From an optimization exercise on the open Yosys and OpenROAD flow, aimed at small area and a short achievable clock period; shortcuts taken in it are not production practice.
No run shown here included a check of the RTL's function; only the layout flow was run.

==> flow/design.v <==
module overall_neural_network_training(
	input clock,
	input reset,
	input inp_1,
	input inp_2,
	input inp_3,
	input inp_4,
	input inp_5,
	input inp_6,
	output outp_1,
	output outp_2,
	output outp_3
);
	wire [5:0] x = {inp_6, inp_5, inp_4, inp_3, inp_2, inp_1};
	wire [5:0] h;     
	wire [5:0] h_nx;  
	wire [2:0] o;     
	wire [2:0] o_nx;  
	reg  [2:0] fin;   
	reg  [5:0] xr;    
	reg  r1;          
	always @(posedge clock or posedge reset)
		if (reset) begin
			xr <= 6'd0;
			r1 <= 1'b1;
		end else begin
			xr <= x;
			r1 <= 1'b0;
		end
	wire [5:0] xc = xr | {6{r1}};
	wire [5:0] hc = h | {6{r1}};
	wire [2:0] oc = o | {3{r1}};
	localparam [36*12-1:0] INIT_H = {
		12'h005, 12'hFEA, 12'h025, 12'hFF4, 12'h01C, 12'hFE1,    
		12'h013, 12'hFF1, 12'h003, 12'hFED, 12'h015, 12'hFFB,    
		12'h01D, 12'hFF1, 12'h021, 12'h01F, 12'hFE7, 12'h013,    
		12'h008, 12'hFF3, 12'h010, 12'hFEB, 12'h015, 12'hFEA,    
		12'h00C, 12'hFE5, 12'hFDB, 12'h012, 12'hFF1, 12'h020,    
		12'h019, 12'hFF6, 12'h017, 12'hFDC, 12'h00E, 12'hFE9};   
	localparam [18*12-1:0] INIT_O = {
		12'h005, 12'hFF6, 12'h023, 12'hFE3, 12'h019, 12'hFE2,    
		12'h010, 12'hFFD, 12'hFE2, 12'h006, 12'h022, 12'hFE4,    
		12'h002, 12'hFED, 12'h014, 12'h01B, 12'hFE2, 12'hFF5};   
	wire [36*12-1:0] whn;    
	wire [18*12-1:0] won;
	genvar i, j;
	generate
		for (i = 0; i < 6; i = i + 1) begin : hid
			for (j = 0; j < 6; j = j + 1) begin : syn
				synapse #(.INIT(INIT_H[(6*i+j)*12 +: 12])) s (
					.clock(clock), .reset(reset),
					.pre_w(xr[j]), .post_w(h[i]), .pre_c(xc[j]), .post_c(hc[i]),
					.w_nx(whn[(6*i+j)*12 +: 12]));
			end
			neuron_h n (
				.clock(clock), .reset(reset), .r1(r1),
				.in_nx(x), .w_nx(whn[72*i +: 72]), .spike(h[i]), .spike_nx(h_nx[i]));
		end
		for (i = 0; i < 3; i = i + 1) begin : out
			for (j = 0; j < 6; j = j + 1) begin : syn
				synapse #(.INIT(INIT_O[(6*i+j)*12 +: 12])) s (
					.clock(clock), .reset(reset),
					.pre_w(h[j]), .post_w(o[i]), .pre_c(hc[j]), .post_c(oc[i]),
					.w_nx(won[(6*i+j)*12 +: 12]));
			end
			neuron_o n (
				.clock(clock), .reset(reset), .r1(r1),
				.in_nx(h_nx), .w_nx(won[72*i +: 72]), .spike(o[i]), .spike_nx(o_nx[i]));
		end
	endgenerate
	always @(posedge clock)
		fin <= o_nx[0] ? 3'b100 : o_nx[1] ? 3'b010 : o_nx[2] ? 3'b001 : 3'b000;
	assign {outp_1, outp_2, outp_3} = fin;
endmodule
module csa_row #(parameter W = 16) (
	input [W-1:0] a,
	input [W-1:0] b,
	input [W-1:0] c,
	output [W-1:0] s,
	output [W-1:0] cy
);
	assign s = a ^ b ^ c;
	assign cy = ((a & b) | (a & c) | (b & c)) << 1;
endmodule
module lif_update(
	input [15:0] a,
	input [15:0] b,
	input hold,           
	output [11:0] v_nx,
	output fire
);
	wire [15:0] ts, tc, hs, hc, ls, lc;
	csa_row rt (.a(a), .b(b), .c(16'hFFFD), .s(ts), .cy(tc));    
	csa_row rh (.a(a), .b(b), .c(16'hF189), .s(hs), .cy(hc));    
	csa_row rl (.a(a), .b(b), .c(16'hFFF3), .s(ls), .cy(lc));    
	wire [11:0] t = ts[11:0] + tc[11:0];
	wire [15:0] th = hs + hc;
	wire [15:0] tl = ls + lc;
	wire f = ~th[15];      
	wire low = tl[15];     
	assign fire = f & ~hold;
	assign v_nx = (f | low | hold) ? 12'd10 : t;
endmodule
module neuron_h(
	input clock,
	input reset,
	input r1,
	input [5:0] in_nx,
	input [71:0] w_nx,
	output reg spike,
	output spike_nx
);
	wire [15:0] g0 = {4'd0, w_nx[11:0]  & {12{in_nx[0]}}};
	wire [15:0] g1 = {4'd0, w_nx[23:12] & {12{in_nx[1]}}};
	wire [15:0] g2 = {4'd0, w_nx[35:24] & {12{in_nx[2]}}};
	wire [15:0] g3 = {4'd0, w_nx[47:36] & {12{in_nx[3]}}};
	wire [15:0] g4 = {4'd0, w_nx[59:48] & {12{in_nx[4]}}};
	wire [15:0] g5 = {4'd0, w_nx[71:60] & {12{in_nx[5]}}};
	wire [15:0] sa, ca, sb, cb, s2, c2;
	csa_row r1a (.a(g0), .b(g1), .c(g2), .s(sa), .cy(ca));
	csa_row r1b (.a(g3), .b(g4), .c(g5), .s(sb), .cy(cb));
	csa_row r2  (.a(sa), .b(ca), .c(sb), .s(s2), .cy(c2));
	reg [12:0] p1;    
	reg [12:0] p2;    
	reg [11:0] p3;    
	always @(posedge clock) begin
		p1 <= s2[12:0];
		p2 <= c2[13:1];
		p3 <= cb[12:1];
	end
	reg [11:0] v;
	wire [15:0] sx, cx, a, b;
	csa_row u1 (.a({3'd0, p1}), .b({2'd0, p2, 1'b0}), .c({3'd0, p3, 1'b0}), .s(sx), .cy(cx));
	csa_row u2 (.a(sx), .b(cx), .c({4'd0, v}), .s(a), .cy(b));
	wire [11:0] v_nx;
	lif_update up (.a(a), .b(b), .hold(r1), .v_nx(v_nx), .fire(spike_nx));
	always @(posedge clock or posedge reset)
		if (reset) begin
			v <= 12'd10;
			spike <= 1'b0;
		end else begin
			v <= v_nx;
			spike <= spike_nx;
		end
endmodule
module neuron_o(
	input clock,
	input reset,
	input r1,
	input [5:0] in_nx,
	input [71:0] w_nx,
	output reg spike,
	output spike_nx
);
	wire [15:0] g0 = {4'd0, w_nx[11:0]  & {12{in_nx[0]}}};
	wire [15:0] g1 = {4'd0, w_nx[23:12] & {12{in_nx[1]}}};
	wire [15:0] g2 = {4'd0, w_nx[35:24] & {12{in_nx[2]}}};
	wire [15:0] g3 = {4'd0, w_nx[47:36] & {12{in_nx[3]}}};
	wire [15:0] g4 = {4'd0, w_nx[59:48] & {12{in_nx[4]}}};
	wire [15:0] g5 = {4'd0, w_nx[71:60] & {12{in_nx[5]}}};
	wire [15:0] sa, ca, sb, cb;
	csa_row r1a (.a(g0), .b(g1), .c(g2), .s(sa), .cy(ca));
	csa_row r1b (.a(g3), .b(g4), .c(g5), .s(sb), .cy(cb));
	reg [11:0] q1;    
	reg [11:0] q2;    
	reg [11:0] q3;    
	reg [11:0] q4;    
	always @(posedge clock) begin
		q1 <= sa[11:0];
		q2 <= ca[12:1];
		q3 <= sb[11:0];
		q4 <= cb[12:1];
	end
	reg [11:0] v;
	wire [15:0] sx, cx, sy, cy, a, b;
	csa_row u1 (.a({4'd0, q1}), .b({3'd0, q2, 1'b0}), .c({4'd0, q3}), .s(sx), .cy(cx));
	csa_row u2 (.a(sx), .b(cx), .c({3'd0, q4, 1'b0}), .s(sy), .cy(cy));
	csa_row u3 (.a(sy), .b(cy), .c({4'd0, v}), .s(a), .cy(b));
	wire [11:0] v_nx;
	lif_update up (.a(a), .b(b), .hold(r1), .v_nx(v_nx), .fire(spike_nx));
	always @(posedge clock or posedge reset)
		if (reset) begin
			v <= 12'd10;
			spike <= 1'b0;
		end else begin
			v <= v_nx;
			spike <= spike_nx;
		end
endmodule
module synapse #(parameter [11:0] INIT = 12'd0) (
	input clock,
	input reset,
	input pre_w,      
	input post_w,
	input pre_c,      
	input post_c,
	output [11:0] w_nx    
);
	reg [11:0] w;
	reg [11:0] cp;    
	reg [11:0] cm;    
	reg f;            
	wire zp = ~|cp[10:0];
	wire zm1 = ~|cm[10:1];
	wire zm = zm1 & ~cm[0];
	wire fp = cp[11] ^ cp[7] ^ cp[1] ^ cp[0] ^ zp;
	wire fm = cm[11] ^ cm[7] ^ cm[1] ^ cm[0] ^ zm;
	wire hold_p = pre_c & ~(post_c & f);
	wire step_p = ~pre_c & ~f;
	wire one_p = ~pre_c & f;
	wire hold_m = post_c & ~(pre_c & f);
	wire step_m = ~post_c & ~f;
	wire one_m = ~post_c & f;
	wire [11:0] cp_nx = ({12{hold_p}} & cp) | ({12{step_p}} & {cp[10:0], fp}) | {11'd0, one_p};
	wire [11:0] cm_nx = ({12{hold_m}} & cm) | ({12{step_m}} & {cm[10:0], fm}) | {11'd0, one_m};
	wire up1 = ~pre_w & post_w & (f | zp);
	wire up3 = pre_w & post_w;
	wire dn2 = pre_w & ~post_w & (f | zm);
	wire dn4 = pre_w & ~post_w & ~f & zm1 & cm[0] & ~cm[11];
	wire [2:0] d = {dn2 | dn4, up3 | dn2, up1 | up3};
	wire [3:0] lo = {1'b0, w[2:0]} + {1'b0, d};
	wire inc = (up1 | up3) & lo[3];
	wire dec = (dn2 | dn4) & ~lo[3];
	reg [11:0] wn;
	reg all1, all0;
	integer k;
	always @(*) begin
		wn[2:0] = lo[2:0];
		all1 = inc;
		all0 = dec;
		for (k = 3; k < 12; k = k + 1) begin
			wn[k] = w[k] ^ (all1 | all0);
			all1 = all1 & w[k];
			all0 = all0 & ~w[k];
		end
	end
	assign w_nx = wn;
	always @(posedge clock or posedge reset)
		if (reset) begin
			f <= 1'b1;
			w <= INIT;
		end else begin
			f <= pre_c & post_c;
			w <= wn;
		end
	always @(posedge clock) begin
		cp <= cp_nx;
		cm <= cm_nx;
	end
endmodule
==> flow/run.sh <==
#!/bin/bash
# synth_recipe.tcl (not shown) runs the flow's synth.tcl, then flattens the netlist and writes it again
# the make line also repeats each setting of config.mk as NAME=value (left out here)
make -C /OpenROAD-flow-scripts/flow DESIGN_CONFIG=/design/flow/config.mk WORK_HOME=/design/flow/orfs CLKGATE_MAP_FILE= SYNTH_SCRIPT=/design/flow/synth_recipe.tcl finish
==> flow/config.mk <==
export PLATFORM = sky130hd
export DESIGN_NAME = overall_neural_network_training
export DESIGN_NICKNAME = overall_neural_network_training
export VERILOG_FILES = /design/flow/design.v
export SDC_FILE = /design/flow/constraint.sdc
export NUM_CORES = 4
export LEC_CHECK = 0
export CAP_MARGIN = 20
export CORE_MARGIN = 2
export CORE_UTILIZATION = 40
export SETUP_SLACK_MARGIN = 5
export SLEW_MARGIN = 20
==> flow/constraint.sdc <==
create_clock -name core_clock -period 10.0 [get_ports {clock}]
set_input_delay 2.0000 -clock core_clock [delete_from_list [all_inputs] [get_ports {clock}]]
set_output_delay 2.0000 -clock core_clock [all_outputs]
set_load 0.01 [all_outputs]
==> impl_metrics.csv, run 1 <==
group,metric,value,unit
timing,post_route_clock_period_utilization,0.477,
run,drv_cap,0,
place,placed_cells_incl_taps,17305,
logic_synthesis,synth.area.top_cells,"sky130_fd_sc_hd__dfxtp_1 25%, sky130_fd_sc_hd__fa_1 8.9%, sky130_fd_sc_hd__dfrtp_1 8.4%",
logic_synthesis,post_synth_and_or_nand_nor_area_fraction,0.146,
logic_synthesis,combinational_family_with_the_most_area_after_synthesis,"adder cells",
logic_synthesis,synth_largest_area_cell,"sky130_fd_sc_hd__dfxtp_1",
drt,routed_wl,299,mm
floorplanning,core,0.328,sq mm
grt,grt.total_usage,0.177,
worst_setup_path,critical_path.max_stage_delay,0.68,ns
logic_synthesis,ys_seq_elements,2491,
logic_synthesis,yosys.cell_count.top_type,"sky130_fd_sc_hd__dfxtp_1",
grt,grt_pass1_wl,487,mm
clock_network,tritoncts_clock_tree,"yes",
logic_synthesis,multiplexer_share_of_the_synthesized_area,0.0608,
place,dpl.hpwl,207,mm
drt,detailroute.via_count,92225,
clock_network,cts_setup_buffers,0,
timing,unrepaired_setup_endpoints_after_global_routing,"no",
timing,setup_viol_count_final,0,
worst_setup_path,timing.critical_path.required,10.73,ns
layout,final_area,0.146,sq mm
worst_setup_path,crit_arrival,5.49,ns
drt,drt.antenna.violating_nets,0,
worst_setup_path,crit_path_max_fanout,37,
logic_synthesis,synth.cell_area,0.132,sq mm
floorplanning,die_boundary_width,578,um
worst_setup_path,cp_endpoint_kind,"register",
clock_network,worst_setup_hold_path_clk_slew,0.06,ns
logic_synthesis,synth_ff_type,"sky130_fd_sc_hd__dfxtp_1",
min_path,min-delay-path-class,"reg2reg",
logic_synthesis,number_of_distinct_standard_cells_referenced_by_the_synthesized_netlist,94,
logic_synthesis,ys_async_sr_fraction,0.332,
worst_setup_path,r2r.worst_path.cells,12,
worst_setup_path,worst_path_max_delay_cell,"sky130_fd_sc_hd__dfrtp_2",
timing,slew_violations,0,
timing,timing.final.hold_violations,0,
floorplanning,initial_utilization,0.402,
grt,initial_antenna_violation_count,19,
floorplanning,fp.dieH,578,um
worst_setup_path,worstPathCellList,"buf_4, o31a_1, ha_1, a21o_1, a2111oi_0, nand2_1, o32ai_1, xnor2_1, nand2_1, fa_1, inv_1, fa_1",
worst_setup_path,critical-path-top-delay-family,"compound AO/OA/AOI/OAI gates",
clock_network,cts-root-to-sink-buffers,4,
worst_setup_path,critical_path_depth,12,
clock_network,htree_num_levels,5,
floorplanning,design.die.area,0.334,sq mm
place,placedInstanceArea,0.136,sq mm
outcome,run_status,"finished clean",
drt,post_drt_wl_per_cell,16.8,um
place,routabilityCongestion,0.820,
layout,non_filler_cells_final,17826,
logic_synthesis,synthAdderAreaFrac,0.150,
worst_setup_path,setup.worst_path.class,"reg2reg",
logic_synthesis,synth_top_area_share,0.253,
logic_synthesis,area_share_of_xor_xnor_cells_in_the_synthesized_design,0.0654,
logic_synthesis,synth.yosys.seq_area_share,0.413,
floorplanning,fp-row-count,210,
clock_network,tritoncts_num_sinks,2491,
timing,timing_worst_slew_pin_value,1.14,ns
logic_synthesis,postSynthAreaPerCell,9.82,sq um
timing,worst_clock_skew,0.0625,ns
min_path,hold_path_depth,1,
clock_network,worst_skew_pair_latency,0.88,ns
layout,post_route_cells_drive_above_1_share,0.0822,
grt,first_global_vias,90259,
worst_setup_path,startpoint_type,"register",
timing,maximum_operating_frequency,210,MHz
drt,drt_iter0_drc,5462,
worst_setup_path,critical_path.n_buffers_inverters,2,
place,placement.io_buffers,10,
drt,vias_per_cell,5.17,
logic_synthesis,postSynthNetCount,14652,
drt,detailedRoute.firstPassIterationCount,7,
grt,maximum_number_of_pins_on_one_net_before_global_route_repair,149,
timing,headroom_to_the_max_slew_limit,0.237,
logic_synthesis,ys_top_cells_by_count,"1665 x sky130_fd_sc_hd__dfxtp_1, 1594 x sky130_fd_sc_hd__nand2_1, 972 x sky130_fd_sc_hd__o21ai_0",
floorplanning,design.portCount,11,
logic_synthesis,postSynthCellCount,13420,
drt,detail_route.drc_violations,0,
logic_synthesis,synth_compound_gate_area_share,0.122,
layout,area.growth.synth_to_final,10.5,%
clock_network,clk_root_buffer_cell,"sky130_fd_sc_hd__clkbuf_16",
clock_network,cts_buffers,286,
grt,grt-ovfl-total,0,
layout,finish.net_count,14479,
logic_synthesis,synth-edff-count,0,
logic_synthesis,synth-warning-count,45,
timing,period_minus_slack,4.77,ns
## area by class of cell
class / instances / area, sq um
Inverter: 956 / 3590
Multi-Input combinational cell: 9415 / 71800
Sequential cell: 2491 / 54500
Clock inverter: 100 / 1190
Clock buffer: 419 / 8350
Fill cell: 30986 / 182000
Timing Repair Buffer: 97 / 808
Tap cell: 4346 / 5440
Antenna cell: 2 / 5.00
## placed cells by master, fill, tap and decap left out, types with 61 or more instances in the layout
master,count
sky130_fd_sc_hd__or4_1,64
sky130_fd_sc_hd__nand3_1,363
sky130_fd_sc_hd__xnor2_1,419
sky130_fd_sc_hd__o21ai_0,971
sky130_fd_sc_hd__clkbuf_16,296
sky130_fd_sc_hd__nand4_1,114
sky130_fd_sc_hd__a21o_1,78
sky130_fd_sc_hd__ha_1,639
sky130_fd_sc_hd__a22o_1,416
sky130_fd_sc_hd__fa_1,585
sky130_fd_sc_hd__and2_1,353
sky130_fd_sc_hd__xor2_1,563
sky130_fd_sc_hd__or3_1,61
sky130_fd_sc_hd__nand2b_1,64
sky130_fd_sc_hd__a21oi_1,305
sky130_fd_sc_hd__buf_4,85
sky130_fd_sc_hd__nor3_1,155
sky130_fd_sc_hd__dfrtp_1,429
sky130_fd_sc_hd__mux2i_1,797
sky130_fd_sc_hd__dfxtp_1,1665
sky130_fd_sc_hd__clkbuf_1,75
sky130_fd_sc_hd__nor2_1,537
sky130_fd_sc_hd__nor4_1,264
sky130_fd_sc_hd__nor2b_1,84
sky130_fd_sc_hd__o22ai_1,127
sky130_fd_sc_hd__nand2_1,1590
sky130_fd_sc_hd__dfstp_2,384
sky130_fd_sc_hd__inv_1,953
sky130_fd_sc_hd__or2_2,98
## state kept, by name (all words and copies together), names as in the netlist, 72 cells and up
name,count
hid.n.p3,72
out.syn.s.cp,216
hid.syn.s.cp,432
hid.n.p1,78
hid.n.v,72
out.syn.s.w,216
out.syn.s.cm,216
hid.syn.s.cm,432
hid.n.p2,72
hid.syn.s.w,432
## path summary, 6_finish.rpt
check,start,endpoint,slack (ns)
setup reg to reg,hid[1].n.spike$_DFF_PP0_,hid[1].n.p1[7]$_DFF_P_,5.23
hold reg to reg,out[1].syn[5].s.w[11]$_DFF_PP0_,out[1].syn[5].s.w[11]$_DFF_PP0_,0.46
min in group asynchronous,reset,hid[1].n.v[0]$_DFF_PP0_,1.56
hold / removal,out[1].syn[5].s.w[11]$_DFF_PP0_,out[1].syn[5].s.w[11]$_DFF_PP0_,0.46
max in group asynchronous,reset,hid[0].syn[4].s.w[3]$_DFF_PP0_,6.48
setup / recovery,hid[1].n.spike$_DFF_PP0_,hid[1].n.p1[7]$_DFF_P_,5.23
## logic make-up (layout without fill, tap and decap cells)
group,count (synthesis),after routing
other,1,3
AND/OR/NAND/NOR,3966,3966
multiplexers,800,800
XOR/XNOR,983,983
flip-flops,2491,2491
AO/OA/AOI/OAI,2441,2441
adder cells (fa/ha/maj),1224,1224
buffers and inverters,1514,1572
## per-stage QoR
step / setup slack, ns / util / setup TNS [ns] / hold WS [ns]
floorplan: -3.03 / - / -1336.25 / 0.431
global placement: 4.74 / 0.415 / 0 / 0.441
detailed placement: 4.65 / 0.415 / 0 / 0.444
CTS: 5.25 / 0.445 / 0 / 0.460
global route: 5.01 / 0.445 / 0 / 0.474
finish: 5.23 / 0.445 / 0 / 0.458
## routing by layer
| layer | global-route usage | part of all wire |
|---|---|---|
| met5 | 0 | 0.000087 |
| met3 | 0.0229 | 0.037 |
| met2 | 0.287 | 0.45 |
| met1 | 0.252 | 0.49 |
| met4 | 0.0417 | 0.021 |
## timing repair
action                                  CTS  global route
hold buffers                              0             0
endpoints found under the setup margin   72             1
gates resized for setup                   2             1
==> run 2, diff against run 1 <==
--- a/flow/config.mk
+++ b/flow/config.mk
@@ -6,4 +6,5 @@
 export NUM_CORES = 4
 export LEC_CHECK = 0
+export ABC_AREA = 1
 export CAP_MARGIN = 20
 export CORE_MARGIN = 2
==> impl_metrics.csv, run 2 <==
group,metric,value,unit
floorplanning,fp.dieH,569,um
outcome,run_status,"finished clean",
floorplanning,core,0.318,sq mm
drt,drt.antenna.violating_nets,0,
timing,period_minus_slack,4.74,ns
logic_synthesis,synth_top_area_share,0.261,
min_path,hold_path_depth,2,
clock_network,cts-root-to-sink-buffers,4,
drt,detailroute.via_count,92035,
layout,final_area,0.142,sq mm
worst_setup_path,setup.worst_path.class,"reg2reg",
min_path,min-delay-path-class,"reg2reg",
grt,initial_antenna_violation_count,13,
logic_synthesis,number_of_distinct_standard_cells_referenced_by_the_synthesized_netlist,62,
place,dpl.hpwl,209,mm
layout,area.growth.synth_to_final,11.4,%
place,placedInstanceArea,0.132,sq mm
floorplanning,fp-row-count,207,
place,routabilityCongestion,0.830,
worst_setup_path,r2r.worst_path.cells,18,
floorplanning,die_boundary_width,569,um
clock_network,worst_skew_pair_latency,0.88,ns
logic_synthesis,synth_largest_area_cell,"sky130_fd_sc_hd__dfxtp_1",
timing,headroom_to_the_max_slew_limit,0.334,
timing,worst_clock_skew,0.0449,ns
layout,finish.net_count,16071,
logic_synthesis,yosys.cell_count.top_type,"sky130_fd_sc_hd__inv_1",
logic_synthesis,synth.yosys.seq_area_share,0.427,
grt,first_global_vias,89579,
place,placement.io_buffers,10,
logic_synthesis,postSynthAreaPerCell,8.65,sq um
timing,setup_viol_count_final,0,
clock_network,cts_buffers,287,
worst_setup_path,cp_endpoint_kind,"register",
worst_setup_path,crit_path_max_fanout,11,
layout,most-common-layout-cells,"3286 x sky130_fd_sc_hd__inv_1, 2034 x sky130_fd_sc_hd__nand2_1, 1665 x sky130_fd_sc_hd__dfxtp_1, 1241 x sky130_fd_sc_hd__o22ai_1, 1018 x sky130_fd_sc_hd__nor2_1",
grt,grt-ovfl-total,0,
grt,grt.total_usage,0.180,
layout,finish.utilization,0.448,
timing,unrepaired_setup_endpoints_after_global_routing,"no",
clock_network,tritoncts_clock_tree,"yes",
worst_setup_path,timing.critical_path.required,10.72,ns
layout,layout_top_registers,"hid.syn.s.cm: 432 flops, hid.syn.s.cp: 432 flops, hid.syn.s.w: 432 flops",
floorplanning,design.die.area,0.324,sq mm
timing,timing_worst_slew_pin_value,1.00,ns
layout,layout.cells.most_common,"sky130_fd_sc_hd__inv_1",
drt,detailedRoute.firstPassIterationCount,6,
timing,timing.final.hold_violations,0,
floorplanning,design.portCount,11,
logic_synthesis,ys_top_cells_by_count,"3293 x sky130_fd_sc_hd__inv_1, 2034 x sky130_fd_sc_hd__nand2_1, 1665 x sky130_fd_sc_hd__dfxtp_1",
worst_setup_path,crit_arrival,5.46,ns
layout,post_route_cells_drive_above_1_share,0.0935,
logic_synthesis,synth_ff_type,"sky130_fd_sc_hd__dfxtp_1",
timing,slew_violations,0,
clock_network,tritoncts_num_sinks,2491,
drt,detail_route.drc_violations,0,
logic_synthesis,synth.area.top_cells,"sky130_fd_sc_hd__dfxtp_1 26%, sky130_fd_sc_hd__inv_1 9.7%, sky130_fd_sc_hd__fa_1 9.2%",
worst_setup_path,startpoint_type,"register",
clock_network,htree_num_levels,5,
logic_synthesis,postSynthCellCount,14768,
drt,drt_iter0_drc,5906,
drt,routed_wl,293,mm
logic_synthesis,synth-edff-count,0,
grt,grt_pass1_wl,475,mm
logic_synthesis,synth.cell_area,0.128,sq mm
timing,post_route_clock_period_utilization,0.474,
drt,vias_per_cell,4.78,
floorplanning,initial_utilization,0.402,
run,drv_cap,0,
clock_network,worst_setup_hold_path_clk_slew,0.06,ns
grt,maximum_number_of_pins_on_one_net_before_global_route_repair,151,
drt,post_drt_wl_per_cell,15.2,um
logic_synthesis,ys_seq_elements,2491,
logic_synthesis,postSynthNetCount,16000,
logic_synthesis,ys_async_sr_fraction,0.332,
timing,maximum_operating_frequency,211,MHz
logic_synthesis,synth-warning-count,45,
clock_network,clk_root_buffer_cell,"sky130_fd_sc_hd__clkbuf_16",
[run 2: cell types whose count changed after synthesis, sizes merged, moves of 220 or more]
cell	before	now
a22o	416	0
and2	356	56
clkbuf	479	214
inv	955	3357
mux2i	797	2
nand2	1594	2053
nand3	363	583
nor2	556	1167
nor4	267	4
o21ai	976	508
o22ai	128	1241
[run 2: per-stage QoR]
step	TNS [ns]	hold slack, ns	worst slack (ns)	instances
finish	0	0.462	5.26	19258
global route	0	0.483	5.02	19255
CTS	0	0.459	5.08	19246
detailed placement	0	0.467	4.48	18722
global placement	0	0.461	4.61	18721
floorplan	-1336.25	0.449	-3.03	14768
[run 2: per-layer routing]
| layer | vias to the layer above | part of all wire | track usage |
|---|---|---|---|
| met1 | 43436 | 0.50 | 0.261 |
| met4 | 0 | 0.021 | 0.0422 |
| li1 | 46881 | - | - |
| met2 | 1332 | 0.44 | 0.285 |
| met3 | 386 | 0.039 | 0.0211 |
| met5 | - | 0 | 0 |
[run 2: final cells by class]
cell class	count	area, sq um
inverter	3362	12600
clock inverter	92	1160
tap	4180	5230
timing repair buffer	138	1120
clock buffer	432	8580
fill	30761	176000
sequential	2491	54500
multi-input combinational	8559	59000
antenna	4	10.0
[run 2: worst paths after layout]
check | endpoint | slack (ns) | start
hold / removal | hid[4].syn[4].s.cm[7]$_DFF_P_ | 0.46 | hid[4].syn[4].s.cm[6]$_DFF_P_
setup / recovery | out[0].n.v[6]$_DFF_PP0_ | 5.26 | out[0].n.q3[1]$_DFF_P_
hold reg to reg | hid[4].syn[4].s.cm[7]$_DFF_P_ | 0.46 | hid[4].syn[4].s.cm[6]$_DFF_P_
max in group asynchronous | hid[5].n.spike$_DFF_PP0_ | 6.76 | reset
min in group asynchronous | hid[3].syn[3].s.w[2]$_DFF_PP0_ | 1.71 | reset
setup reg to reg | out[0].n.v[6]$_DFF_PP0_ | 5.26 | out[0].n.q3[1]$_DFF_P_
[run 2: critical path, cell delays in order (launching register included)]
cell	delay [ns]
sky130_fd_sc_hd__dfxtp_1	0.33
sky130_fd_sc_hd__fa_1	0.53
sky130_fd_sc_hd__inv_1	0.05
sky130_fd_sc_hd__fa_1	0.48
sky130_fd_sc_hd__inv_1	0.09
sky130_fd_sc_hd__ha_1	0.30
sky130_fd_sc_hd__inv_1	0.04
sky130_fd_sc_hd__ha_1	0.29
sky130_fd_sc_hd__ha_1	0.31
sky130_fd_sc_hd__fa_1	0.44
sky130_fd_sc_hd__a21oi_1	0.18
sky130_fd_sc_hd__nor2_1	0.08
sky130_fd_sc_hd__o21ai_0	0.14
sky130_fd_sc_hd__a21oi_1	0.08
sky130_fd_sc_hd__o21bai_1	0.24
sky130_fd_sc_hd__a21oi_1	0.10
sky130_fd_sc_hd__nor2_1	0.23
sky130_fd_sc_hd__nand3_2	0.28
sky130_fd_sc_hd__nor3b_1	0.41
[run 2: cells by family after synthesis]
logic type                 share of synthesized area
AOI/OAI and AO/OA                              0.106
xor gates and xnor gates                      0.0504
adders and majority gates                      0.154
buffers and inverters                          0.111
DFF                                            0.427
muxes                                       0.000245
other                                      0.0000294
and+or+nand+nor                                0.150
[run 2: repair_timing]
action / CTS / global route
resized for setup: 4 / 16
endpoints found under the setup margin: 77 / 114
setup buffers: 0 / 7
pin swaps: 0 / 1
hold buffers: 0 / 0
gates cloned: 0 / 1
==> run 3, diff against run 2 <==
--- a/flow/design.v
+++ b/flow/design.v
@@ -87,18 +87,17 @@
 	input [15:0] b,
 	input hold,           
-	output [11:0] v_nx,
+	output [12:0] u_nx,
 	output fire
 );
-	wire [15:0] ts, tc, hs, hc, ls, lc;
+	wire [15:0] ts, tc, ls, lc;
 	csa_row rt (.a(a), .b(b), .c(16'hFFFD), .s(ts), .cy(tc));    
-	csa_row rh (.a(a), .b(b), .c(16'hF189), .s(hs), .cy(hc));    
-	csa_row rl (.a(a), .b(b), .c(16'hFFF3), .s(ls), .cy(lc));    
-	wire [11:0] t = ts[11:0] + tc[11:0];
-	wire [15:0] th = hs + hc;
+	csa_row rl (.a(a), .b(b), .c(16'h0E6A), .s(ls), .cy(lc));    
+	wire [12:0] t = ts[12:0] + tc[12:0];
+	wire [15:0] th = a + b;
 	wire [15:0] tl = ls + lc;
 	wire f = ~th[15];      
 	wire low = tl[15];     
 	assign fire = f & ~hold;
-	assign v_nx = (f | low | hold) ? 12'd10 : t;
+	assign u_nx = (f | low | hold) ? 13'h1193 : t;    
 endmodule
 module neuron_h(
@@ -129,16 +128,16 @@
 		p3 <= cb[12:1];
 	end
-	reg [11:0] v;
+	reg [12:0] u;     
 	wire [15:0] sx, cx, a, b;
 	csa_row u1 (.a({3'd0, p1}), .b({2'd0, p2, 1'b0}), .c({3'd0, p3, 1'b0}), .s(sx), .cy(cx));
-	csa_row u2 (.a(sx), .b(cx), .c({4'd0, v}), .s(a), .cy(b));
-	wire [11:0] v_nx;
-	lif_update up (.a(a), .b(b), .hold(r1), .v_nx(v_nx), .fire(spike_nx));
-	always @(posedge clock or posedge reset)
-		if (reset) begin
-			v <= 12'd10;
+	csa_row u2 (.a(sx), .b(cx), .c({{3{u[12]}}, u}), .s(a), .cy(b));
+	wire [12:0] u_nx;
+	lif_update up (.a(a), .b(b), .hold(r1), .u_nx(u_nx), .fire(spike_nx));
+	always @(posedge clock or posedge reset)
+		if (reset) begin
+			u <= 13'h1193;
 			spike <= 1'b0;
 		end else begin
-			v <= v_nx;
+			u <= u_nx;
 			spike <= spike_nx;
 		end
@@ -172,17 +171,17 @@
 		q4 <= cb[12:1];
 	end
-	reg [11:0] v;
+	reg [12:0] u;     
 	wire [15:0] sx, cx, sy, cy, a, b;
 	csa_row u1 (.a({4'd0, q1}), .b({3'd0, q2, 1'b0}), .c({4'd0, q3}), .s(sx), .cy(cx));
-	csa_row u2 (.a(sx), .b(cx), .c({3'd0, q4, 1'b0}), .s(sy), .cy(cy));
-	csa_row u3 (.a(sy), .b(cy), .c({4'd0, v}), .s(a), .cy(b));
-	wire [11:0] v_nx;
-	lif_update up (.a(a), .b(b), .hold(r1), .v_nx(v_nx), .fire(spike_nx));
-	always @(posedge clock or posedge reset)
-		if (reset) begin
-			v <= 12'd10;
+	csa_row u2 (.a(sx), .b(cx), .c({{3{u[12]}}, u}), .s(sy), .cy(cy));
+	csa_row u3 (.a(sy), .b(cy), .c({3'd0, q4, 1'b0}), .s(a), .cy(b));
+	wire [12:0] u_nx;
+	lif_update up (.a(a), .b(b), .hold(r1), .u_nx(u_nx), .fire(spike_nx));
+	always @(posedge clock or posedge reset)
+		if (reset) begin
+			u <= 13'h1193;
 			spike <= 1'b0;
 		end else begin
-			v <= v_nx;
+			u <= u_nx;
 			spike <= spike_nx;
 		end
@@ -227,8 +226,8 @@
 	always @(*) begin
 		wn[2:0] = lo[2:0];
-		all1 = inc;
-		all0 = dec;
+		all1 = 1'b1;
+		all0 = 1'b1;
 		for (k = 3; k < 12; k = k + 1) begin
-			wn[k] = w[k] ^ (all1 | all0);
+			wn[k] = w[k] ^ ((inc & all1) | (dec & all0));
 			all1 = all1 & w[k];
 			all0 = all0 & ~w[k];
--- a/flow/config.mk
+++ b/flow/config.mk
@@ -6,5 +6,4 @@
 export NUM_CORES = 4
 export LEC_CHECK = 0
-export ABC_AREA = 1
 export CAP_MARGIN = 20
 export CORE_MARGIN = 2
==> impl_metrics.csv, run 3 <==
group,metric,value,unit
logic_synthesis,synth.cell_area,0.133,sq mm
worst_setup_path,worstPathCellList,"fa_1, ha_1, ha_1, fa_1, a211oi_1, o21ai_0, nor4b_1, or4_1, a21oi_4, buf_4, nand2_1, fa_1, inv_1",
layout,finish.net_count,14666,
logic_synthesis,synth_ff_type,"sky130_fd_sc_hd__dfxtp_1",
timing,post_route_clock_period_utilization,0.476,
worst_setup_path,worst_reg_to_reg_setup_slack,5.24,ns
layout,most-common-layout-cells,"1665 x sky130_fd_sc_hd__dfxtp_1, 1592 x sky130_fd_sc_hd__nand2_1, 1112 x sky130_fd_sc_hd__inv_1, 931 x sky130_fd_sc_hd__o21ai_0, 790 x sky130_fd_sc_hd__mux2i_1",
grt,grt.total_usage,0.180,
worst_setup_path,critical_path.max_stage_delay,0.57,ns
worst_setup_path,startpoint_type,"register",
timing,setup_viol_count_final,0,
place,pre_cts_slack,5.03,ns
logic_synthesis,number_of_distinct_standard_cells_referenced_by_the_synthesized_netlist,85,
drt,detailroute.via_count,93735,
clock_network,worst_skew_pair_latency,0.88,ns
layout,area.growth.synth_to_final,10.3,%
worst_setup_path,critical_path.reg2reg.startpoint,"hid[3].n.p3[0]$_DFF_P_",
run,drv_cap,0,
clock_network,worst_setup_hold_path_clk_slew,0.06,ns
worst_setup_path,cp_endpoint_kind,"register",
floorplanning,initial_utilization,0.402,
logic_synthesis,synth_top_area_share,0.250,
grt,first_global_vias,92148,
logic_synthesis,ys_async_sr_fraction,0.334,
worst_setup_path,critical_path.most_common_cell,"sky130_fd_sc_hd__fa_1",
worst_setup_path,timing.rr.end,"out[0].n.q3[11]$_DFF_P_",
grt,grt-ovfl-total,0,
floorplanning,fp-row-count,211,
worst_setup_path,crit_path_max_fanout,36,
worst_setup_path,timing.critical_path.required,10.74,ns
place,placement.io_buffers,10,
floorplanning,design.die.area,0.337,sq mm
min_path,hold_path_depth,1,
timing,worst_clock_skew,0.0511,ns
drt,drt_iter0_drc,5712,
logic_synthesis,yosys.cell_count.top_type,"sky130_fd_sc_hd__dfxtp_1",
timing,worst_hold_slack,0.454,ns
worst_setup_path,r2r.worst_path.cells,13,
drt,routed_wl,307,mm
min_path,holdCritStartpoint,"hid[2].syn[5].s.w[11]$_DFF_PP0_",
outcome,run_status,"finished clean",
logic_synthesis,synth.yosys.seq_area_share,0.411,
timing,post-route-worst-setup-slack,5.24,ns
logic_synthesis,synth-edff-count,0,
place,dpl.hpwl,214,mm
logic_synthesis,postSynthCellCount,13625,
logic_synthesis,ys_top_cells_by_count,"1665 x sky130_fd_sc_hd__dfxtp_1, 1592 x sky130_fd_sc_hd__nand2_1, 1115 x sky130_fd_sc_hd__inv_1",
grt,grt_pass1_wl,500,mm
worst_setup_path,critical_path.n_buffers_inverters,2,
drt,drt.antenna.violating_nets,0,
clock_network,clk_root_buffer_cell,"sky130_fd_sc_hd__clkbuf_16",
place,routabilityCongestion,0.821,
timing,period_minus_slack,4.76,ns
floorplanning,die_boundary_width,581,um
drt,detail_route.drc_violations,0,
clock_network,cts-root-to-sink-buffers,4,
timing,timing.final.hold_violations,0,
drt,post_drt_wl_per_cell,17.0,um
logic_synthesis,postSynthAreaPerCell,9.77,sq um
clock_network,tritoncts_num_sinks,2500,
logic_synthesis,postSynthNetCount,14829,
floorplanning,design.portCount,11,
worst_setup_path,setup.worst_path.class,"reg2reg",
worst_setup_path,critical_path_depth,13,
logic_synthesis,synth_largest_area_cell,"sky130_fd_sc_hd__dfxtp_1",
logic_synthesis,ys_seq_elements,2500,
drt,vias_per_cell,5.19,
clock_network,htree_num_levels,5,
timing,headroom_to_the_max_slew_limit,0.241,
layout,layout_top_registers,"hid.syn.s.cm: 432 flops, hid.syn.s.cp: 432 flops, hid.syn.s.w: 432 flops",
worst_setup_path,critical-path-top-delay-family,"adder cells",
layout,layout.cells.most_common,"sky130_fd_sc_hd__dfxtp_1",
min_path,min_to,"hid[2].syn[5].s.w[11]$_DFF_PP0_",
min_path,min-delay-path-class,"reg2reg",
timing,unrepaired_setup_endpoints_after_global_routing,"no",
timing,slew_violations,0,
drt,detailedRoute.firstPassIterationCount,6,
clock_network,cts_buffers,283,
grt,initial_antenna_violation_count,13,
grt,maximum_number_of_pins_on_one_net_before_global_route_repair,152,
clock_network,cts_setup_buffers,0,
clock_network,tritoncts_clock_tree,"yes",
floorplanning,fp.dieH,581,um
worst_setup_path,crit_arrival,5.51,ns
floorplanning,core,0.331,sq mm
layout,finish.utilization,0.444,
logic_synthesis,synth.area.top_cells,"sky130_fd_sc_hd__dfxtp_1 25%, sky130_fd_sc_hd__fa_1 9.0%, sky130_fd_sc_hd__dfstp_2 8.3%",
worst_setup_path,worst_path_max_delay_cell,"sky130_fd_sc_hd__fa_1",
timing,fin_setup_tns,0,ns
timing,timing_worst_slew_pin_value,1.12,ns
timing,maximum_operating_frequency,210,MHz
logic_synthesis,synth-warning-count,45,
layout,post_route_cells_drive_above_1_share,0.0800,
## run 3: cell count changes after synthesis, moves of 291 or more
cell	previous run	this run
sky130_fd_sc_hd__a22o_1	0	421
sky130_fd_sc_hd__inv_1	3293	1115
sky130_fd_sc_hd__mux2i_1	2	790
sky130_fd_sc_hd__nand2_1	2034	1592
sky130_fd_sc_hd__nor2_1	1024	584
sky130_fd_sc_hd__nor4_1	3	294
sky130_fd_sc_hd__o21ai_0	464	931
sky130_fd_sc_hd__o22ai_1	1241	97
sky130_fd_sc_hd__xnor2_1	231	561
## run 3: kinds of logic after synthesis
kind of cell	synth area share
multiplexers	0.0598
flip-flops	0.411
AND/OR/NAND/NOR	0.143
adder cells (fa/ha/maj)	0.146
AO/OA/AOI/OAI	0.129
buffers and inverters	0.0470
XOR/XNOR	0.0641
other	0.0000282
## run 3: worst max path at each step
stage	from	end	slack (ns)
final	hid[3].n.p3[0]$_DFF_P_	out[0].n.q3[11]$_DFF_P_	5.24
after global routing	hid[4].n.spike$_DFF_PP0_	out[1].n.q3[11]$_DFF_P_	5.00
after CTS	hid[4].n.spike$_DFF_PP0_	hid[4].n.p1[9]$_DFF_P_	5.03
after detailed placement	hid[4].n.spike$_DFF_PP0_	hid[4].n.p1[9]$_DFF_P_	5.03
after global placement	hid[4].n.spike$_DFF_PP0_	hid[4].n.p1[6]$_DFF_P_	5.14
after floorplan	reset	hid[0].n.spike$_DFF_PP0_	-3.13
## run 3: layer usage
metal | vias up | track usage | wire length [um]
met5 | - | 0 | 16
met4 | 2 | 0.0424 | 6580
met3 | 390 | 0.0224 | 10600
met2 | 1256 | 0.287 | 139000
met1 | 45539 | 0.257 | 151000
li1 | 46548 | - | -
## run 3: area by class of cell
cell class,count,area [sq um]
clock buffers,409,8170
clock inverters,97,1080
inverters,1115,4200
repair buffers,95,791
multi-input cells,9467,72300
well taps,4366,5460
diodes,3,7.51
flip-flops and latches,2500,54800
fillers,31212,184000
## run 3: timing repair
item	in CTS	in global routing
hold buffers	0	0
endpoints found under the setup margin	0	20
gates resized for setup	0	9
endpoints found under the hold margin	0	0
## run 3: per-stage QoR
stage / instance area (sq um) / cells
floorplan: 133000 / 13625
global placement: 137000 / 17542
detailed placement: 137000 / 17542
CTS: 147000 / 18048
global route: 147000 / 18051
finish: 147000 / 18052
==> run 4, diff against run 3 <==
--- a/flow/config.mk
+++ b/flow/config.mk
@@ -6,4 +6,5 @@
 export NUM_CORES = 4
 export LEC_CHECK = 0
+export ABC_AREA = 1
 export CAP_MARGIN = 20
 export CORE_MARGIN = 2
==> impl_metrics.csv, run 4 <==
group,metric,value,unit
floorplanning,fp.dieH,589,um
min_path,min-delay-path-class,"reg2reg",
logic_synthesis,ys_seq_elements,2500,
drt,post_drt_wl_per_cell,15.3,um
timing,post-route-worst-setup-slack,5.23,ns
layout,sequential_cell_area,0.0548,sq mm
logic_synthesis,ys_top_cells_by_count,"3764 x sky130_fd_sc_hd__inv_1, 3179 x sky130_fd_sc_hd__nand2_1, 1665 x sky130_fd_sc_hd__dfxtp_1",
logic_synthesis,postSynthCellCount,17322,
layout,most-common-layout-cells,"3758 x sky130_fd_sc_hd__inv_1, 3179 x sky130_fd_sc_hd__nand2_1, 1665 x sky130_fd_sc_hd__dfxtp_1, 1313 x sky130_fd_sc_hd__nor2_1, 1265 x sky130_fd_sc_hd__nand3_1",
worst_setup_path,critical_path.n_buffers_inverters,2,
drt,detailroute.via_count,106957,
logic_synthesis,synth_largest_area_cell,"sky130_fd_sc_hd__dfxtp_1",
timing,fin_setup_tns,0,ns
drt,routed_wl,337,mm
place,routabilityCongestion,0.871,
worst_setup_path,critical-path-top-delay-family,"simple AND/OR/NAND/NOR gates",
worst_setup_path,worstPathCellList,"buf_4, nand2_1, nor3_1, nand2_1, nand2_1, ha_1, nand2_1, nand2_1, a31oi_2, nor2_1, nand2_1, nand2_1, nand2_1, nand3_1, fa_1, inv_1, fa_1",
floorplanning,fp-row-count,214,
clock_network,tritoncts_clock_tree,"yes",
layout,fillers,33519,
clock_network,tritoncts_num_sinks,2500,
timing,post_route_clock_period_utilization,0.477,
drt,detail_route.drc_violations,0,
timing,setup_viol_count_final,0,
layout,finish.net_count,18513,
layout,post_route_cells_drive_above_1_share,0.0649,
timing,period_minus_slack,4.77,ns
worst_setup_path,critical_path.max_stage_delay,0.79,ns
floorplanning,core,0.340,sq mm
place,placedInstanceArea,0.142,sq mm
floorplanning,design.portCount,11,
layout,layout_top_registers,"hid.syn.s.cm: 432 flops, hid.syn.s.cp: 432 flops, hid.syn.s.w: 432 flops",
logic_synthesis,ys_async_sr_fraction,0.334,
run,drv_cap,0,
layout,multi_input_area,0.0661,sq mm
layout,layout.cells.most_common,"sky130_fd_sc_hd__inv_1",
drt,drt_iter0_drc,7089,
worst_setup_path,startpoint_type,"register",
clock_network,cts-root-to-sink-buffers,4,
clock_network,worst_skew_pair_latency,0.86,ns
drt,drt.antenna.violating_nets,0,
clock_network,cts_buffers,284,
timing,headroom_to_the_max_slew_limit,0.266,
logic_synthesis,synth-edff-count,0,
logic_synthesis,synth.area.top_cells,"sky130_fd_sc_hd__dfxtp_1 24%, sky130_fd_sc_hd__inv_1 10%, sky130_fd_sc_hd__fa_1 8.8%",
layout,final_area,0.151,sq mm
worst_setup_path,crit_arrival,5.50,ns
floorplanning,die_boundary_width,589,um
grt,first_global_vias,102322,
grt,initial_antenna_violation_count,15,
logic_synthesis,synth.cell_area,0.137,sq mm
timing,timing.final.hold_violations,0,
floorplanning,design.die.area,0.347,sq mm
logic_synthesis,synth_top_area_share,0.243,
grt,grt_pass1_wl,542,mm
worst_setup_path,setup.worst_path.class,"reg2reg",
timing,worst_hold_slack,0.477,ns
logic_synthesis,postSynthNetCount,18526,
worst_setup_path,timing.critical_path.required,10.72,ns
worst_setup_path,crit_path_max_fanout,13,
clock_network,worst_setup_hold_path_clk_slew,0.06,ns
timing,unrepaired_setup_endpoints_after_global_routing,"yes",
drt,detailedRoute.firstPassIterationCount,6,
worst_setup_path,worst_path_max_delay_cell,"sky130_fd_sc_hd__dfrtp_1",
timing,slew_violations,0,
logic_synthesis,synth-warning-count,45,
worst_setup_path,cp_endpoint_kind,"register",
logic_synthesis,synth_ff_type,"sky130_fd_sc_hd__dfxtp_1",
logic_synthesis,number_of_distinct_standard_cells_referenced_by_the_synthesized_netlist,44,
timing,maximum_operating_frequency,210,MHz
clock_network,clk_root_buffer_cell,"sky130_fd_sc_hd__clkbuf_16",
clock_network,cts_hold_repair.buffers,0,
drt,vias_per_cell,4.84,
floorplanning,initial_utilization,0.402,
logic_synthesis,postSynthAreaPerCell,7.90,sq um
timing,worst_clock_skew,0.0288,ns
outcome,run_status,"finished clean",
grt,grt-ovfl-total,0,
worst_setup_path,critical_path.most_common_cell,"sky130_fd_sc_hd__nand2_1",
clock_network,htree_num_levels,5,
grt,grt.total_usage,0.193,
logic_synthesis,yosys.cell_count.top_type,"sky130_fd_sc_hd__inv_1",
timing,timing_worst_slew_pin_value,1.10,ns
logic_synthesis,synth.yosys.seq_area_share,0.400,
layout,area.growth.synth_to_final,10.5,%
grt,maximum_number_of_pins_on_one_net_before_global_route_repair,135,
place,dpl.hpwl,245,mm
place,pre_cts_slack,4.97,ns
place,placement.io_buffers,10,
-- run 4: final timing paths --
path | startpoint | endpoint | slack (ns) | cells after the start
worst min-delay path | hid[0].syn[4].s.cm[3]$_DFF_P_ | hid[0].syn[4].s.cm[4]$_DFF_P_ | 0.48 | 2
max in group asynchronous | reset | hid[4].n.u[11]$_DFF_PP0_ | 6.39 | 4
worst min register to register | hid[0].syn[4].s.cm[3]$_DFF_P_ | hid[0].syn[4].s.cm[4]$_DFF_P_ | 0.48 | 2
worst max register to register | xr[2]$_DFF_PP0_ | hid[1].n.p1[11]$_DFF_P_ | 5.23 | 17
min in group asynchronous | reset | hid[0].syn[3].s.f$_DFF_PP1_ | 1.85 | 2
worst max-delay path | xr[2]$_DFF_PP0_ | hid[1].n.p1[11]$_DFF_P_ | 5.23 | 17
-- run 4: tightest hold or removal path, stage by stage, from the launching register on --
cell and delay (ns):
sky130_fd_sc_hd__dfxtp_1 0.31, sky130_fd_sc_hd__inv_1 0.06, sky130_fd_sc_hd__o22ai_1 0.07
-- run 4: repair_timing --
action / CTS / global route
endpoints found under the setup margin: 3 / 64
resized for setup: 1 / 7
pin swaps: 0 / 0
setup buffers: 0 / 0
-- run 4: area by class of cell --
class,count,share of cell area
multi-input cells,10611,0.437
flip-flops and latches,2500,0.362
inverters,3830,0.0951
clock buffers,425,0.0568
well taps,4536,0.0375
clock inverters,90,0.00714
repair buffers,82,0.00428
diodes,5,0.0000827
-- run 4: cells by family (layout without fill, tap and decap cells) --
logic type,after synthesis,after routing,share of synthesized area
other,1,6,0.0000274
DFF,2500,2500,0.400
and+or+nand+nor,6972,6972,0.224
AOI/OAI and AO/OA,1947,1947,0.0846
adders and majority gates,1196,1196,0.142
xor gates and xnor gates,495,495,0.0317
buffers and inverters,4211,4427,0.117
-- run 4: stage by stage --
step	instances	util
3_3_place_gp	21559	0.416
2_1_floorplan	17322	-
3_5_place_dp	21559	0.416
5_1_grt	22076	0.445
6_report	22079	0.445
4_1_cts	22074	0.444
-- run 4: routing by layer --
layer,wire length [um],global-route usage,part of all wire,vias to the layer above
met2,153000,0.316,0.45,1854
li1,-,-,-,54757
met1,161000,0.268,0.48,49863
met3,14000,0.0197,0.041,483
met4,10100,0.0569,0.030,0
met5,0,0,0,-
==> run 5, diff against run 4 <==
--- a/flow/design.v
+++ b/flow/design.v
@@ -20,15 +20,21 @@
 	reg  [5:0] xr;    
 	reg  r1;          
+	reg  [5:0] xc;
+	reg  [5:0] hc;
+	reg  [2:0] oc;
 	always @(posedge clock or posedge reset)
 		if (reset) begin
 			xr <= 6'd0;
 			r1 <= 1'b1;
+			xc <= 6'h3F;
+			hc <= 6'h3F;
+			oc <= 3'h7;
 		end else begin
 			xr <= x;
 			r1 <= 1'b0;
-		end
-	wire [5:0] xc = xr | {6{r1}};
-	wire [5:0] hc = h | {6{r1}};
-	wire [2:0] oc = o | {3{r1}};
+			xc <= x;
+			hc <= h_nx;
+			oc <= o_nx;
+		end
 	localparam [36*12-1:0] INIT_H = {
 		12'h005, 12'hFEA, 12'h025, 12'hFF4, 12'h01C, 12'hFE1,    
--- a/flow/config.mk
+++ b/flow/config.mk
@@ -6,5 +6,4 @@
 export NUM_CORES = 4
 export LEC_CHECK = 0
-export ABC_AREA = 1
 export CAP_MARGIN = 20
 export CORE_MARGIN = 2
==> impl_metrics.csv, run 5 <==
group,metric,value,unit
logic_synthesis,synth-edff-count,0,
layout,area.growth.synth_to_final,10.1,%
timing,post_route_clock_period_utilization,0.481,
timing,period_minus_slack,4.81,ns
drt,drt.antenna.violating_nets,0,
layout,post_route_cells_drive_above_1_share,0.0805,
logic_synthesis,ys_async_sr_fraction,0.338,
clock_network,cts_buffers,288,
drt,post_drt_wl_per_cell,16.6,um
worst_setup_path,timing.critical_path.required,10.72,ns
min_path,holdCritStartpoint,"hid[3].syn[3].s.w[11]$_DFF_PP0_",
floorplanning,core,0.330,sq mm
clock_network,cts-root-to-sink-buffers,4,
drt,drt_iter0_drc,5767,
timing,timing_worst_slew_pin_value,1.10,ns
grt,first_global_vias,89950,
floorplanning,fp-row-count,211,
timing,headroom_to_the_max_slew_limit,0.269,
logic_synthesis,postSynthCellCount,13413,
logic_synthesis,synth.cell_area,0.133,sq mm
worst_setup_path,critPathLaunch,"hid[1].n.spike$_DFF_PP0_",
logic_synthesis,postSynthNetCount,14617,
floorplanning,design.die.area,0.336,sq mm
floorplanning,die_boundary_width,580,um
drt,wl_met1,145,mm
logic_synthesis,synth_ff_type,"sky130_fd_sc_hd__dfxtp_1",
drt,routed_wl,295,mm
worst_setup_path,startpoint_type,"register",
worst_setup_path,crit_arrival,5.52,ns
drt,routed-wl-met3,11.2,mm
timing,setup_viol_count_final,0,
drt,routed.top_layer,"met4",
worst_setup_path,worst_reg_to_reg_setup_slack,5.19,ns
drt,detail_route.drc_violations,0,
worst_setup_path,crit_path_max_fanout,24,
layout,most-common-layout-cells,"1665 x sky130_fd_sc_hd__dfxtp_1, 1522 x sky130_fd_sc_hd__nand2_1, 1091 x sky130_fd_sc_hd__inv_1, 758 x sky130_fd_sc_hd__o21ai_0, 662 x sky130_fd_sc_hd__mux2i_1",
drt,vias_per_cell,5.16,
grt,maximum_number_of_pins_on_one_net_before_global_route_repair,137,
floorplanning,initial_utilization,0.402,
logic_synthesis,ys_top_cells_by_count,"1665 x sky130_fd_sc_hd__dfxtp_1, 1522 x sky130_fd_sc_hd__nand2_1, 1092 x sky130_fd_sc_hd__inv_1",
place,placement.io_buffers,10,
clock_network,clk_root_buffer_cell,"sky130_fd_sc_hd__clkbuf_16",
floorplanning,design.portCount,11,
timing,maximum_operating_frequency,208,MHz
grt,grt.total_usage,0.174,
clock_network,worst_skew_pair_latency,0.88,ns
logic_synthesis,synth-warning-count,45,
layout,layout.cells.most_common,"sky130_fd_sc_hd__dfxtp_1",
grt,initial_antenna_violation_count,9,
drt,detailedRoute.firstPassIterationCount,7,
timing,worst_clock_skew,0.0741,ns
logic_synthesis,ys_seq_elements,2515,
floorplanning,fp.dieH,580,um
grt,grt_pass1_wl,485,mm
logic_synthesis,synth_top_area_share,0.251,
min_path,min-delay-path-class,"reg2reg",
clock_network,tritoncts_clock_tree,"yes",
layout,layout_top_registers,"hid.syn.s.cm: 432 flops, hid.syn.s.cp: 432 flops, hid.syn.s.w: 432 flops",
logic_synthesis,synth.yosys.seq_area_share,0.415,
worst_setup_path,cp_endpoint_kind,"register",
clock_network,htree_num_levels,5,
logic_synthesis,synth_largest_area_cell,"sky130_fd_sc_hd__dfxtp_1",
layout,finish.net_count,14387,
timing,timing.final.hold_violations,0,
run,drv_cap,0,
timing,slew_violations,0,
outcome,run_status,"finished clean",
place,placedInstanceArea,0.137,sq mm
logic_synthesis,postSynthAreaPerCell,9.90,sq um
layout,final_area,0.146,sq mm
logic_synthesis,yosys.cell_count.top_type,"sky130_fd_sc_hd__dfxtp_1",
worst_setup_path,critical_path.reg2reg.startpoint,"hid[1].n.spike$_DFF_PP0_",
drt,met2_length,132,mm
grt,grt-ovfl-total,0,
clock_network,tritoncts_num_sinks,2515,
clock_network,worst_setup_hold_path_clk_slew,0.06,ns
place,routabilityCongestion,0.807,
worst_setup_path,setup.worst_path.class,"reg2reg",
logic_synthesis,synth.area.top_cells,"sky130_fd_sc_hd__dfxtp_1 25%, sky130_fd_sc_hd__fa_1 9.0%, sky130_fd_sc_hd__dfstp_2 8.6%",
place,dpl.hpwl,205,mm
timing,unrepaired_setup_endpoints_after_global_routing,"yes",
logic_synthesis,number_of_distinct_standard_cells_referenced_by_the_synthesized_netlist,104,
drt,detailroute.via_count,91853,
run 5: cell types whose count changed in the layout (fill, tap and decap cells not counted), sizes merged, moves of 165 or more:
cell	change
and2	+166
o22ai	-979
xor2	+183
nor2	-843
nor4	+280
a22o	+420
o21ai	+374
nand2	-1669
nand4	-368
a32o	+165
nand3	-1009
mux2i	+662
inv	-2734
xnor2	+284
run 5: worst paths after layout:
path	endpoint	cells after the start
setup / recovery	hid[1].n.p1[8]$_DFF_P_	11
min in group asynchronous	xr[0]$_DFF_PP0_	2
hold reg to reg	hid[3].syn[3].s.w[11]$_DFF_PP0_	1
setup reg to reg	hid[1].n.p1[8]$_DFF_P_	11
max in group asynchronous	hid[0].n.spike$_DFF_PP0_	4
hold / removal	hid[3].syn[3].s.w[11]$_DFF_PP0_	1
run 5: cell type report:
cell class / count / area (sq um)
antenna: 4 / 10.0
fill: 31029 / 184000
clock inverter: 85 / 870
timing repair buffer: 71 / 588
inverter: 1094 / 4110
sequential: 2515 / 55200
multi-input combinational: 9213 / 71300
tap: 4366 / 5460
clock buffer: 436 / 8630
run 5: cells by family after synthesis:
logic type      share of synthesized area
compound gates                      0.129
mux                                0.0504
xor+xnor                           0.0635
other cells                     0.0000283
fa+ha+maj                           0.147
flops                               0.415
simple gates                        0.147
buf+inv                            0.0479
run 5: what timing repair did:
item | CTS | global route
setup buffers | 0 | 0
gates resized for setup | 2 | 4
hold buffers | 0 | 0
setup endpoints to repair | 43 | 23
run 5: stage by stage:
| step | setup slack [ns] | TNS [ns] | cells | utilization | hold slack (ns) |
|---|---|---|---|---|---|
| 2_1_floorplan | -3.32 | -1417.75 | 13413 | - | 0.431 |
| 3_3_place_gp | 5.02 | 0 | 17258 | 0.414 | 0.445 |
| 3_5_place_dp | 4.94 | 0 | 17258 | 0.414 | 0.445 |
| 4_1_cts | 5.19 | 0 | 17779 | 0.442 | 0.460 |
| 5_1_grt | 4.98 | 0 | 17782 | 0.443 | 0.468 |
| 6_report | 5.19 | 0 | 17784 | 0.443 | 0.459 |
run 5: layer usage:
metal	track usage	vias to the layer above
met3	0.0245	364
li1	-	45904
met2	0.276	1181
met5	0	-
met1	0.247	44404
met4	0.0455	0
run 5: worst max-delay path, stage by stage, from the launching register on:
cell,delay (ns)
sky130_fd_sc_hd__dfrtp_2,0.77
sky130_fd_sc_hd__buf_4,0.46
sky130_fd_sc_hd__o31a_1,0.23
sky130_fd_sc_hd__ha_1,0.23
sky130_fd_sc_hd__a21o_1,0.20
sky130_fd_sc_hd__a2111oi_0,0.84
sky130_fd_sc_hd__nand2b_1,0.28
sky130_fd_sc_hd__o32ai_1,0.34
sky130_fd_sc_hd__xor2_1,0.13
sky130_fd_sc_hd__and2_1,0.20
sky130_fd_sc_hd__fa_1,0.52
sky130_fd_sc_hd__fa_1,0.48
==> run 6, diff against run 5 <==
--- a/flow/config.mk
+++ b/flow/config.mk
@@ -6,4 +6,5 @@
 export NUM_CORES = 4
 export LEC_CHECK = 0
+export ABC_AREA = 1
 export CAP_MARGIN = 20
 export CORE_MARGIN = 2
==> impl_metrics.csv, run 6 <==
group,metric,value,unit
outcome,run_status,"finished clean",
timing,maximum_operating_frequency,211,MHz
layout,post_route_cells_drive_above_1_share,0.0635,
timing,unrepaired_setup_endpoints_after_global_routing,"no",
grt,maximum_number_of_pins_on_one_net_before_global_route_repair,136,
clock_network,clk_root_buffer_cell,"sky130_fd_sc_hd__clkbuf_16",
timing,post_route_clock_period_utilization,0.473,
timing,slew_violations,0,
drt,drt_iter0_drc,7060,
logic_synthesis,synth-warning-count,45,
place,pre_cts_slack,4.64,ns
timing,timing.final.hold_violations,0,
grt,use_met3,0.0206,
grt,initial_antenna_violation_count,23,
worst_setup_path,startpoint_type,"register",
floorplanning,die_boundary_width,590,um
timing,period_minus_slack,4.73,ns
grt,grt_pass1_wl,551,mm
logic_synthesis,number_of_distinct_standard_cells_referenced_by_the_synthesized_netlist,50,
logic_synthesis,synth_ff_type,"sky130_fd_sc_hd__dfxtp_1",
clock_network,cts-root-to-sink-buffers,4,
grt,grt_use_met2,0.326,
layout,layout_top_registers,"hid.syn.s.cm: 432 flops, hid.syn.s.cp: 432 flops, hid.syn.s.w: 432 flops",
drt,routed_wl,342,mm
floorplanning,design.portCount,11,
timing,timing_worst_slew_pin_value,1.12,ns
worst_setup_path,timing.critical_path.required,10.72,ns
timing,worst_clock_skew,0.0586,ns
grt,top_usage_layer,"met2",
logic_synthesis,postSynthCellCount,17400,
clock_network,worst_skew_pair_latency,0.87,ns
floorplanning,design.die.area,0.348,sq mm
place,placement.io_buffers,10,
layout,sequential_cell_area,0.0552,sq mm
worst_setup_path,crit_path_max_fanout,17,
logic_synthesis,yosys.cell_count.top_type,"sky130_fd_sc_hd__inv_1",
drt,detail_route.drc_violations,0,
logic_synthesis,ys_top_cells_by_count,"3787 x sky130_fd_sc_hd__inv_1, 3294 x sky130_fd_sc_hd__nand2_1, 1665 x sky130_fd_sc_hd__dfxtp_1",
worst_setup_path,crit_arrival,5.45,ns
floorplanning,initial_utilization,0.401,
logic_synthesis,postSynthAreaPerCell,7.90,sq um
clock_network,cts_buffers,289,
layout,final_area,0.152,sq mm
logic_synthesis,synth-edff-count,0,
min_path,min-delay-path-class,"reg2reg",
grt,grt-ovfl-total,0,
logic_synthesis,synth.cell_area,0.137,sq mm
floorplanning,core,0.342,sq mm
clock_network,cts_setup_buffers,0,
drt,post_drt_wl_per_cell,15.4,um
clock_network,tritoncts_num_sinks,2515,
logic_synthesis,synth_top_area_share,0.243,
worst_setup_path,cp_endpoint_kind,"register",
logic_synthesis,synth.area.top_cells,"sky130_fd_sc_hd__dfxtp_1 24%, sky130_fd_sc_hd__inv_1 10%, sky130_fd_sc_hd__nand2_1 9.0%",
floorplanning,fp.dieH,590,um
clock_network,tritoncts_clock_tree,"yes",
clock_network,htree_num_levels,5,
place,dpl.hpwl,250,mm
layout,area.growth.synth_to_final,10.7,%
drt,drt.antenna.violating_nets,0,
clock_network,worst_setup_hold_path_clk_slew,0.06,ns
logic_synthesis,synth_largest_area_cell,"sky130_fd_sc_hd__dfxtp_1",
timing,headroom_to_the_max_slew_limit,0.252,
place,routabilityCongestion,0.879,
==> run 6: changes by cell type in the layout (fill, tap and decap cells not counted), moves of 180 or more <==
| cell | before | now |
|---|---|---|
| sky130_fd_sc_hd__nand3_1 | 256 | 1351 |
| sky130_fd_sc_hd__a22o_1 | 420 | 0 |
| sky130_fd_sc_hd__nor2_1 | 513 | 1267 |
| sky130_fd_sc_hd__xor2_1 | 434 | 254 |
| sky130_fd_sc_hd__nand2_1 | 1522 | 3294 |
| sky130_fd_sc_hd__mux2i_1 | 662 | 0 |
| sky130_fd_sc_hd__o21ai_0 | 758 | 389 |
| sky130_fd_sc_hd__inv_1 | 1091 | 3785 |
| sky130_fd_sc_hd__xnor2_1 | 527 | 232 |
| sky130_fd_sc_hd__o22ai_1 | 124 | 1107 |
| sky130_fd_sc_hd__nor4_1 | 288 | 10 |
| sky130_fd_sc_hd__nand4_1 | 98 | 458 |
==> run 6: stage by stage <==
stage / utilization / instances / TNS (ns)
floorplan: - / 17400 / -1417.75
global placement: 0.415 / 21638 / 0
detailed placement: 0.415 / 21638 / 0
CTS: 0.444 / 22163 / 0
global route: 0.444 / 22164 / 0
finish: 0.444 / 22167 / 0
==> run 6: final timing paths <==
path / from / cells past startpoint / slack, ns / to
setup reg to reg: hid[3].n.spike$_DFF_PP0_ / 17 / 5.27 / hid[3].n.p1[11]$_DFF_P_
hold / removal: hid[3].syn[3].s.cp[11]$_DFF_P_ / 2 / 0.48 / hid[3].syn[3].s.cp[11]$_DFF_P_
min in group asynchronous: reset / 3 / 1.74 / out[0].syn[4].s.w[1]$_DFF_PP0_
max in group asynchronous: reset / 4 / 6.71 / hid[1].syn[0].s.w[7]$_DFF_PP0_
setup / recovery: hid[3].n.spike$_DFF_PP0_ / 17 / 5.27 / hid[3].n.p1[11]$_DFF_P_
hold reg to reg: hid[3].syn[3].s.cp[11]$_DFF_P_ / 2 / 0.48 / hid[3].syn[3].s.cp[11]$_DFF_P_
==> run 6: cell families after synthesis <==
| logic type | after synthesis | synth area share |
|---|---|---|
| adder cells (fa/ha/maj) | 1196 | 0.142 |
| AND/OR/NAND/NOR | 7098 | 0.227 |
| buffers and inverters | 4214 | 0.116 |
| flip-flops | 2515 | 0.401 |
| other | 1 | 0.0000273 |
| AO/OA/AOI/OAI | 1890 | 0.0825 |
| XOR/XNOR | 486 | 0.0310 |
==> run 6: critical path, cell delays in order (launching register included) <==
cell and delay (ns):
sky130_fd_sc_hd__dfrtp_2 0.36, sky130_fd_sc_hd__clkinv_2 0.56, sky130_fd_sc_hd__nand2_1 0.27, sky130_fd_sc_hd__a21oi_1 0.06
sky130_fd_sc_hd__nand2_1 0.10, sky130_fd_sc_hd__nand2_1 0.28, sky130_fd_sc_hd__ha_1 0.44, sky130_fd_sc_hd__nand2_1 0.07
sky130_fd_sc_hd__nand2_1 0.05, sky130_fd_sc_hd__a31oi_2 0.51, sky130_fd_sc_hd__inv_2 0.21, sky130_fd_sc_hd__nand4_1 0.23
sky130_fd_sc_hd__nand2_1 0.08, sky130_fd_sc_hd__nand2_1 0.06, sky130_fd_sc_hd__nand2_1 0.07, sky130_fd_sc_hd__nor2_1 0.18
sky130_fd_sc_hd__fa_1 0.50, sky130_fd_sc_hd__fa_1 0.48
==> run 6: layout make-up <==
| type | instances | share of cell area |
|---|---|---|
| flip-flops and latches | 2515 | 0.363 |
| repair buffers | 84 | 0.00465 |
| inverters | 3811 | 0.0941 |
| multi-input cells | 10671 | 0.436 |
| clock buffers | 418 | 0.0560 |
| diodes | 4 | 0.0000658 |
| clock inverters | 107 | 0.00932 |
| well taps | 4557 | 0.0375 |
==> run 6: timing repair <==
action | in CTS | in global routing
endpoints found under the setup margin | 29 | 36
pin swaps | 0 | 0
hold buffers | 0 | 0
gates resized for setup | 4 | 5
==> run 6: per-layer routing <==
layer  vias up  wire length (um)
met3       482             14000
met2      1849            159000
met5         -                 8
met4         2             10300
li1      54956                 -
met1     50303            160000

-- what the ideal ports hide --
No port has a modelled driver above. Below, the same layouts with a new extraction and two added sets of constraints. Step 1 sets driving cells, clkbuf_16 on the clock port and buf_2 on the other inputs (assumed; they add their load-dependent delay and slew). Step 2 times the ports against the registers' clock, not the clock port: input delays grow and output delays shrink by t, the midpoint of the rising clock arrivals with the driver on. Slacks: no drivers / after step 1 / after step 2; pairs: no drivers / after step 1.
run | shift t [ns] | slack for setup (ns) | worst setup path after step 2
run 1 | 0.942 | 5.233 / 5.233 / 5.233 | register to register
run 2 | 0.956 | 5.263 / 5.263 / 4.935 | input to register
run 3 | 0.952 | 5.236 / 5.236 / 5.236 | register to register
run 4 | 0.941 | 5.228 / 5.228 / 4.942 | input to register
run 5 | 0.943 | 5.195 / 5.195 / 5.195 | register to register
run 6 | 0.948 | 5.271 / 5.271 / 4.844 | input to register
After both steps setup and hold are still met in every run listed. The setup slack of run 6, which loses most, moves by 0.000 ns with the drivers and by -0.427 ns with both steps.
